What follows belongs to an exercise in optimizing a design on an open flow for small area, a short achievable clock period and few clock cycles; a production flow would make more cautious choices.
The RTL was checked by simulation tests, not by an equivalence proof against the original design.

===== config.mk =====
export PLATFORM = sky130hd
export DESIGN_NAME = CONV
export DESIGN_NICKNAME = CONV
export VERILOG_FILES = /design/flow/design.v
export SDC_FILE = /design/flow/constraint.sdc
export NUM_CORES = 4
export LEC_CHECK = 0
export CAP_MARGIN = 20
export CORE_MARGIN = 2
export CORE_UTILIZATION = 40
export SLEW_MARGIN = 20

===== design.v =====
`timescale 1ns/10ps
module CONV(
  input             clk,
  input             reset,
  output reg        busy,
  input             ready,
  output reg [11:0] iaddr,
  input      [19:0] idata,
  output reg        cwr,
  output reg [11:0] caddr_wr,
  output reg [19:0] cdata_wr,
  output            crd,
  output reg [11:0] caddr_rd,
  input      [19:0] cdata_rd,
  output reg [2:0]  csel
);
  assign crd = 1'b1;
  localparam S_IDLE = 2'd0, S_OPS = 2'd1, S_FLUSH = 2'd2, S_DONE = 2'd3;
  reg [1:0] st;
  reg [6:0] R;             
  reg [5:0] c;
  reg [1:0] ph;
  reg [6:0] n;             
  reg       op1, fl1;
  reg [6:0] R1; reg [5:0] c1; reg [1:0] ph1; reg [6:0] n1;
  reg       op2, fl2;
  reg [6:0] R2; reg [5:0] c2; reg [1:0] ph2; reg [6:0] n2;
  reg signed [19:0] X;
  reg [19:0] O1;           
  reg [19:0] m0, m1;       
  reg [19:0] b0, b1;       
  reg pcap0, pcap1, pev0, pev1, ccap0, ccap1, last;
  wire first2 = (ph2 == ((R2 == 7'd0) ? 2'd1 : 2'd0));
  wire col0   = (c2 == 6'd0);
  wire [1:0] slot2 = ph2 - ((R2 == 7'd0) ? 2'd1 : 2'd0);
  wire [6:0] WR = (c2 >= 6'd2) ? R2 : R2 - 7'd1;
  wire [5:0] WC = c2 - 6'd2;    
  wire WRok = ~WR[6] && (WR <= 7'd63);
  wire WRodd = WR[0];
  wire [6:0] rr1 = R1 + {5'd0, ph1} - 7'd1;
  wire [6:0] rr0 = R + {5'd0, ph} - 7'd1;
  wire signed [20:0] F0 = X;
  wire signed [23:0] F1 = F0 + (F0 <<< 2);  
  wire signed [22:0] F2 = F0 - (F0 <<< 2);  
  wire signed [25:0] F3 = F1 + (F0 <<< 4);  
  wire signed [24:0] F4 = F0 + (F0 <<< 3);  
  wire signed [27:0] F5 = F1 - (F1 <<< 4);  
  wire signed [23:0] F6 = F0 - (F0 <<< 3);  
  wire signed [28:0] F7 = F0 + (F0 <<< 7);  
  wire signed [35:0] F8 = F0 - (F3 <<< 10);  
  wire signed [30:0] F9 = F5 - (F0 <<< 9);  
  wire signed [31:0] F10 = F0 + (F0 <<< 10);  
  wire signed [37:0] M000 = (F1 <<< 5) -(F8 <<< 1);  
  wire signed [37:0] M001 = (F3 <<< 0) -(F9 <<< 6);  
  wire signed [37:0] M002 = (F0 <<< 15) -(F2 <<< 0) +(F5 <<< 6);  
  wire signed [37:0] M010 = (F10 <<< 2);  
  wire signed [37:0] M011 = (F0 <<< 0) -(F4 <<< 4) +(F6 <<< 12);  
  wire signed [37:0] M012 = -(F0 <<< 15) +(F3 <<< 2) -(F4 <<< 9);  
  wire signed [37:0] M020 = -(F0 <<< 0) -(F1 <<< 3) +(F1 <<< 11) -(F7 <<< 8);  
  wire signed [37:0] M021 = (F0 <<< 6) +(F2 <<< 2) +(F6 <<< 11);  
  wire signed [37:0] M022 = -(F2 <<< 3) +(F8 <<< 0);  
  wire signed [37:0] M100 = (F1 <<< 0) +(F9 <<< 4);  
  wire signed [37:0] M101 = -(F0 <<< 7) +(F3 <<< 9) +(F4 <<< 1);  
  wire signed [37:0] M102 = (F1 <<< 2) +(F1 <<< 9) -(F7 <<< 7);  
  wire signed [37:0] M110 = (F0 <<< 8) +(F1 <<< 12) +(F2 <<< 0);  
  wire signed [37:0] M111 = -(F2 <<< 12) +(F6 <<< 5);  
  wire signed [37:0] M112 = (F0 <<< 0) -(F1 <<< 2) +(F7 <<< 6);  
  wire signed [37:0] M120 = (F0 <<< 14) -(F1 <<< 3) -(F10 <<< 0);  
  wire signed [37:0] M121 = -(F0 <<< 14) -(F1 <<< 5) +(F1 <<< 10) +(F4 <<< 0);  
  wire signed [37:0] M122 = (F2 <<< 3) +(F2 <<< 7) -(F2 <<< 13);  
  reg signed [37:0] P00;
  always @* case (ph2) 2'd0: P00 = M000; 2'd1: P00 = M010; default: P00 = M020; endcase
  reg signed [37:0] P01;
  always @* case (ph2) 2'd0: P01 = M001; 2'd1: P01 = M011; default: P01 = M021; endcase
  reg signed [37:0] P02;
  always @* case (ph2) 2'd0: P02 = M002; 2'd1: P02 = M012; default: P02 = M022; endcase
  reg signed [37:0] P10;
  always @* case (ph2) 2'd0: P10 = M100; 2'd1: P10 = M110; default: P10 = M120; endcase
  reg signed [37:0] P11;
  always @* case (ph2) 2'd0: P11 = M101; 2'd1: P11 = M111; default: P11 = M121; endcase
  reg signed [37:0] P12;
  always @* case (ph2) 2'd0: P12 = M102; 2'd1: P12 = M112; default: P12 = M122; endcase
  wire signed [37:0] BIAS0 = 38'sh00_1310_0000;
  wire signed [37:0] BIAS1 = {{2{1'b1}}, 36'hF_7295_0000};
  reg signed [37:0] A0, B0, C0, A1, B1, C1;
  wire skipB = col0 && (ph2 == 2'd2);
  always @(posedge clk) begin
    A0 <= (first2 ? B0 : A0) + (col0 ? 38'sd0 : P02);
    B0 <= (first2 ? (col0 ? BIAS0 : C0) : B0) + (skipB ? 38'sd0 : P01);
    C0 <= (first2 ? BIAS0 : C0) + P00;
    A1 <= (first2 ? B1 : A1) + (col0 ? 38'sd0 : P12);
    B1 <= (first2 ? (col0 ? BIAS1 : C1) : B1) + (skipB ? 38'sd0 : P11);
    C1 <= (first2 ? BIAS1 : C1) + P10;
  end
  function [19:0] rnd;
    input [37:0] a;
    reg [19:0] t;
    begin
      t = {a[37], a[34:16]};
      if (a[15]) t = a[37] ? t - 20'd1 : t + 20'd1;
      rnd = t[19] ? 20'd0 : t;
    end
  endfunction
  wire [19:0] R0v = rnd(A0);
  wire [19:0] R1v = rnd(A1);
  reg        fc_do, ch_do, ch_rd;
  reg        fk;
  reg [4:0]  fj, fp;
  always @* begin
    fc_do = 1'b0; ch_do = 1'b0; ch_rd = 1'b0; fk = 1'b0; fj = 5'd0;
    fp = (WRodd && WC != 6'd0) ? WR[5:1] : WR[5:1] - 5'd1;
    if (fl2) fp = 5'd31;
    if (op2 && slot2 == 2'd2) begin
      if (WRok && WRodd && WC != 6'd0) begin
        fc_do = 1'b1; fk = ~WC[0]; fj = WC[0] ? WC[5:1] : WC[5:1] - 5'd1;
      end else if (WRok && !WRodd && WR >= 7'd2 && WC == 6'd0) begin
        fc_do = 1'b1; fk = 1'b1; fj = 5'd31;
      end else if (WRok && !WRodd && WR >= 7'd2) begin
        ch_do = 1'b1; fk = ~WC[0]; fj = WC[0] ? WC[5:1] : WC[5:1] - 5'd1;
        ch_rd = (fj != 5'd31);
      end else if (WRok && WRodd && WR >= 7'd3 && WC == 6'd0) begin
        ch_do = 1'b1; fk = 1'b1; fj = 5'd31;
      end
    end else if (fl2) begin
      if (n2 == 7'd0) begin
        fc_do = 1'b1; fk = 1'b1; fj = 5'd31;
      end else begin
        ch_do = 1'b1; fk = ~n2[0]; fj = n2[0] ? n2[5:1] : n2[5:1] - 5'd1;
        ch_rd = (fj != 5'd31);
      end
    end
  end
  wire [4:0] fj1 = fj + 5'd1;
  always @(posedge clk or posedge reset) begin
    if (reset) begin
      st <= S_IDLE; busy <= 1'b0; cwr <= 1'b0;
      R <= 7'd0; c <= 6'd0; ph <= 2'd0; n <= 7'd0;
      op1 <= 1'b0; fl1 <= 1'b0; op2 <= 1'b0; fl2 <= 1'b0;
      pcap0 <= 1'b0; pcap1 <= 1'b0; ccap0 <= 1'b0; ccap1 <= 1'b0; last <= 1'b0;
    end else begin
      case (st)
        S_IDLE: if (ready) begin
          st <= S_OPS; busy <= 1'b1; R <= 7'd0; c <= 6'd0; ph <= 2'd1;
        end
        S_OPS: begin
          if (ph == 2'd2) begin
            ph <= 2'd0;
            if ((R == 7'd64) ? (c == 6'd1) : (c == 6'd63)) begin
              c <= 6'd0; R <= R + 7'd1;
              if (R == 7'd64) begin st <= S_FLUSH; n <= 7'd0; end
            end else c <= c + 6'd1;
          end else ph <= ph + 2'd1;
        end
        S_FLUSH: begin
          if (n == 7'd64) st <= S_DONE;
          n <= n + 7'd1;
        end
        default: ;
      endcase
      op1 <= (st == S_OPS); fl1 <= (st == S_FLUSH);
      op2 <= op1; fl2 <= fl1;
      cwr <= 1'b0;
      pcap0 <= 1'b0; pcap1 <= 1'b0; ccap0 <= 1'b0; ccap1 <= 1'b0;
      if (op2 && WRok && slot2 == 2'd0) begin
        cwr <= 1'b1; pcap0 <= WRodd;
      end
      if (op2 && WRok && slot2 == 2'd1) begin
        cwr <= 1'b1; pcap1 <= WRodd;
      end
      if (fc_do || ch_do) cwr <= 1'b1;
      if (ch_do && ch_rd) begin ccap0 <= ~fk; ccap1 <= fk; end
      last <= fl2 && (n2 == 7'd64);
      if (last) busy <= 1'b0;
    end
  end
  always @(posedge clk) begin
    {R1, c1, ph1, n1} <= {R, c, ph, n};
    {R2, c2, ph2, n2} <= {R1, c1, ph1, n1};
    iaddr <= {rr0[5:0], c};
    X <= (op1 && !rr1[6] && rr1 <= 7'd63) ? idata : 20'sd0;
    if (op2 && slot2 == 2'd0) O1 <= R1v;
    if (op2 && slot2 == 2'd0) begin
      cdata_wr <= R0v; csel <= 3'd1; caddr_wr <= {WR[5:0], WC};
      caddr_rd <= {WR[5:0] - 6'd1, WC};
      pev0 <= ~WC[0];
    end else if (op2 && slot2 == 2'd1) begin
      cdata_wr <= O1; csel <= 3'd2; caddr_wr <= {WR[5:0], WC};
      pev1 <= ~WC[0];
    end else if (fc_do) begin
      cdata_wr <= fk ? m1 : m0;
      csel <= fj[0] ? 3'd5 : (fk ? 3'd4 : 3'd3);
      caddr_wr <= fj[0] ? {fp, fj, fk} : {2'd0, fp, fj};
      if (fj == 5'd0) begin
        if (fk) b1 <= m1; else b0 <= m0;
      end
    end else if (ch_do) begin
      cdata_wr <= fk ? b1 : b0;
      csel <= fj[0] ? (fk ? 3'd4 : 3'd3) : 3'd5;
      caddr_wr <= fj[0] ? {2'd0, fp, fj} : {fp, fj, fk};
      caddr_rd <= fj1[0] ? {fp, fj1, fk} : {2'd0, fp, fj1};
    end
    if (ccap0) b0 <= cdata_rd;
    if (ccap1) b1 <= cdata_rd;
    if (pcap0) m0 <= pev0 ? max2(cdata_rd, cdata_wr) : max2(m0, max2(cdata_rd, cdata_wr));
    if (pcap1) m1 <= pev1 ? max2(cdata_rd, cdata_wr) : max2(m1, max2(cdata_rd, cdata_wr));
  end
  function [19:0] max2;
    input [19:0] a, b;
    max2 = (a > b) ? a : b;
  endfunction
endmodule

===== constraint.sdc =====
create_clock -name core_clock -period 9.0 [get_ports {clk}]
set_input_delay 1.8000 -clock core_clock [delete_from_list [all_inputs] [get_ports {clk}]]
set_output_delay 1.8000 -clock core_clock [all_outputs]
set_load 0.01 [all_outputs]

===== run.sh =====
#!/bin/bash
# synth_recipe.tcl (not shown) runs the flow's synth.tcl, then flattens the netlist and writes it again
# the make line also repeats each setting of config.mk as NAME=value (left out here)
make -C /OpenROAD-flow-scripts/flow DESIGN_CONFIG=/design/flow/config.mk WORK_HOME=/design/flow/orfs CLKGATE_MAP_FILE= SYNTH_SCRIPT=/design/flow/synth_recipe.tcl finish

==> impl_metrics.tcl <==
set metrics [dict create \
    htree_levels 3 \
    r2r-start "X[10]$_SDFF_PN0_" \
    synth_flop_cell "dfxtp_1" \
    synth_async_sr_flop_share_pct 7.28 \
    layout_setup_ws_ns -0.107 \
    arrival_ns 9.68 \
    ys_seq_elements 481 \
    clock_latency_ns 0.74 \
    wl_met1_microns 164000 \
    ioPinCount 105 \
    drive_above_1_share_pct 24.6 \
    io_buffer_count 103 \
    post_drt_wl_per_cell_microns 27.3 \
    cts_tree "done" \
    grt_max_degree 113 \
    yosysUniqueCellTypes 103 \
    final_area_sq_um 101000 \
    fmax_ghz 0.110 \
    die_area_sq_um 193000 \
    holdCritPathClass "reg -> reg" \
    synth_edf_count 145 \
    dr.pass1.iters 17 \
    slew_headroom_pct 20.7 \
    postSynthCellCount 9613 \
    gp_congestion 1.08 \
    ctsRootBufferMaster "clkbuf_16" \
    timing.rr.end "A0[37]$_DFF_P_" \
    reg2reg_depth 40 \
    wl_met2_microns 164000 \
    finalClockSkew_ns 0.0584 \
    nets 13100 \
    crit_path_max_incr_delay_ns 0.51 \
    placedInstanceArea_sq_um 94800 \
    status "complete, but fails checks" \
    rrSetupSlack_ns -0.11 \
    period_minus_slack_ns 9.11 \
    ctsHoldBuffers 0 \
    yosys_warnings 1 \
    antenna_found_initial 36 \
    critPathMostFrequentCell "buf_4" \
    slew_violations 0 \
    initial_core_util_pct 40.3 \
    grt_pass1_vias 79800 \
    cts.path.max_buffers 3 \
    gr-total-overflow 0 \
    area_delta_synth_final_pct 32.9 \
    wl_microns 387000 \
    core_area_sq_um 188000 \
    grt_usage_pct 38.9 \
    worstHoldPathCells 0 \
    slowest_stage "fa_1" \
    hold_ws_ns 0.327 \
    drc_errors 0 \
    hold_viol_final 0 \
    syn_nets 11100 \
    ys_seq_area_share_pct 14.9 \
    hpwl_microns 320000 \
    cts_buffers 67 \
    clk_pin_slew_ns 0.06 \
    worstPathRequired_ns 9.58 \
    yosysTopAreaCell "ha_1" \
    synth_top_area_share_pct 19.7 \
    critPathKind "reg -> reg" \
    synth_area_leaders "ha_1, dfxtp_1, xnor2_1, fa_1, a21oi_1" \
    worst_setup_path_end_kind "register" \
    cap_violations 0 \
    met3_length_microns 36800 \
    rows 159 \
    rsz0062_at_grt "true" \
    grt_pass1_wl_microns 546000 \
    finalCritPeriodShare_pct 101 \
    ant_nets 0 \
    cts_sinks 481 \
    worst_hold_path.endpoint "n2[3]$_DFF_P_" \
    die_width_microns 439 \
    synth_area_sq_um 75700 \
    avgSynthCellArea_sq_um 7.87 \
    hp-start "n1[3]$_DFF_P_" \
    start_kind "register" \
    crit_fanout 7 \
    highest_layer "met5" \
    via_per_inst 5.84 \
    finalSetupViolations 5 \
    num_vias 82800 \
    drt_iter0_markers 8250 \
    worstMarginPinSlew_ns 1.18 \
    fp.dieH_microns 439 \
    failed_checks "setup timing" \
]
## cell usage in the layout, fill, tap and decap left out, types with 91 or more instances in the layout
master,Yosys,layout
o21bai_1,162,151
ha_1,1194,1145
mux2i_1,98,98
a211oi_1,127,110
buf_4,4,2055
nor3_1,151,139
o21a_1,119,117
nand2_1,866,853
edfxtp_1,145,145
a21oi_1,882,784
fa_1,251,245
o21ai_0,544,470
dfxtp_1,301,289
and3_1,107,99
nand2b_1,151,150
xnor2_1,596,555
nand3_1,212,209
inv_1,849,828
and2_1,95,91
nor2b_1,139,132
clkdlybuf4s50_1,0,103
a21o_1,346,345
xor2_1,296,279
nor2_1,686,657
a21oi_2,2,92
## registers in the layout, indices dropped and copies added, names as in the netlist, 7 cells and up
signal / cells
A0: 38
O1: 19
n2: 7
A1: 38
m1: 20
R: 7
B1: 38
m0: 20
caddr_rd: 12
n1: 7
R2: 7
iaddr: 7
B0: 38
cdata_wr: 20
C1: 38
R1: 7
b0: 20
n: 7
X: 20
caddr_wr: 12
b1: 20
C0: 38
## final cells by class
class,count,area (sq um)
antenna,9,22.5
clock inverter,36,487
clock buffer,86,1880
tap,2495,3120
fill,18000,87300
sequential,481,11300
inverter,856,3240
multi-input combinational,8006,63300
timing repair buffer,2206,17200
## synth_stat cells (all sizes together), types with 151 or more instances
cell type	number
xnor2	598
ha	1194
o21bai	162
nand2	866
dfxtp	301
nand3	212
fa	251
clkbuf	220
nor3	151
a21o	346
o21ai	552
inv	854
a21oi	884
xor2	296
nor2	686
nand2b	151
## metrics by stage
stage | setup TNS (ns) | worst slack, ns | utilization, % | std cells
2_1_floorplan | -1.75 | -0.297 | - | 9613
3_3_place_gp | -7.87 | -0.625 | 50.5 | 14000
3_5_place_dp | -10.51 | -0.751 | 50.5 | 14000
4_1_cts | -0.0462 | -0.0462 | 52.3 | 14100
5_1_grt | -3.68 | -0.389 | 53.5 | 14200
6_report | -0.269 | -0.107 | 53.5 | 14200
## worst max-delay path, delay by kind of cell (launching register included)
kind            cells  cell delay, ns
simple gates        9            1.36
fa+ha+maj           5            1.67
xor+xnor            4            0.85
compound gates     16            3.81
flops               1            0.34
buf+inv             6            0.91
## cell families after synthesis
| kind of cell | after synthesis | share of synthesized area (%) |
|---|---|---|
| other | 1 | 0.00496 |
| flip-flops | 481 | 14.9 |
| AO/OA/AOI/OAI | 2839 | 23.9 |
| XOR/XNOR | 895 | 10.4 |
| buffers and inverters | 1126 | 5.62 |
| AND/OR/NAND/NOR | 2664 | 16.5 |
| adder cells (fa/ha/maj) | 1462 | 26.6 |
| multiplexers | 145 | 2.04 |
## what timing repair did
action,CTS,global route
buffers inserted,35,61
pin swaps,74,194
resized for setup,154,408
setup endpoints to repair,42,49
## worst max path at each step
stage                                start             end  depth (start not counted)
after floorplan            X[1]$_SDFF_PN0_  C1[37]$_DFF_P_                         52
after detailed placement   X[2]$_SDFF_PN0_  C0[37]$_DFF_P_                         50
after global routing       X[2]$_SDFF_PN0_  C1[37]$_DFF_P_                         55
after global placement     X[2]$_SDFF_PN0_  C0[37]$_DFF_P_                         50
final                     X[10]$_SDFF_PN0_  A0[37]$_DFF_P_                         40
after CTS                  X[2]$_SDFF_PN0_  C0[37]$_DFF_P_                         50
## layer usage
layer,global-route usage [%],vias to the layer above
li1,-,38100
met1,52.3,40000
met2,59.9,3773
met3,7.33,846
met4,18.4,22
met5,0,-
Testbench counts, summed over its fixed seeds: cycles 74,172.

-- separate check: timing with driven ports --
Ports are ideal in the flow. The routed layout listed here was re-timed in OpenROAD. Step 1 (the two cells are an assumption about what drives the block):
set clk [get_ports {clk}]
set_driving_cell -lib_cell sky130_fd_sc_hd__clkbuf_16 $clk
set_driving_cell -lib_cell sky130_fd_sc_hd__buf_2 [delete_from_list [all_inputs] $clk]
Step 2 times the ports against the registers' clock, not the clock port: input delays grow and output delays shrink by t, the midpoint of the rising clock arrivals with the driver on. a / b / c = no drivers / after step 1 / after step 2; a / b = the first two.
shift t [ns]: 0.803
setup slack, ns: -0.107 / -0.107 / -0.107
worst setup path at the end: register to register
For this run, drivers alone change the setup slack by 0.000 ns; drivers and shift together by 0.000 ns.
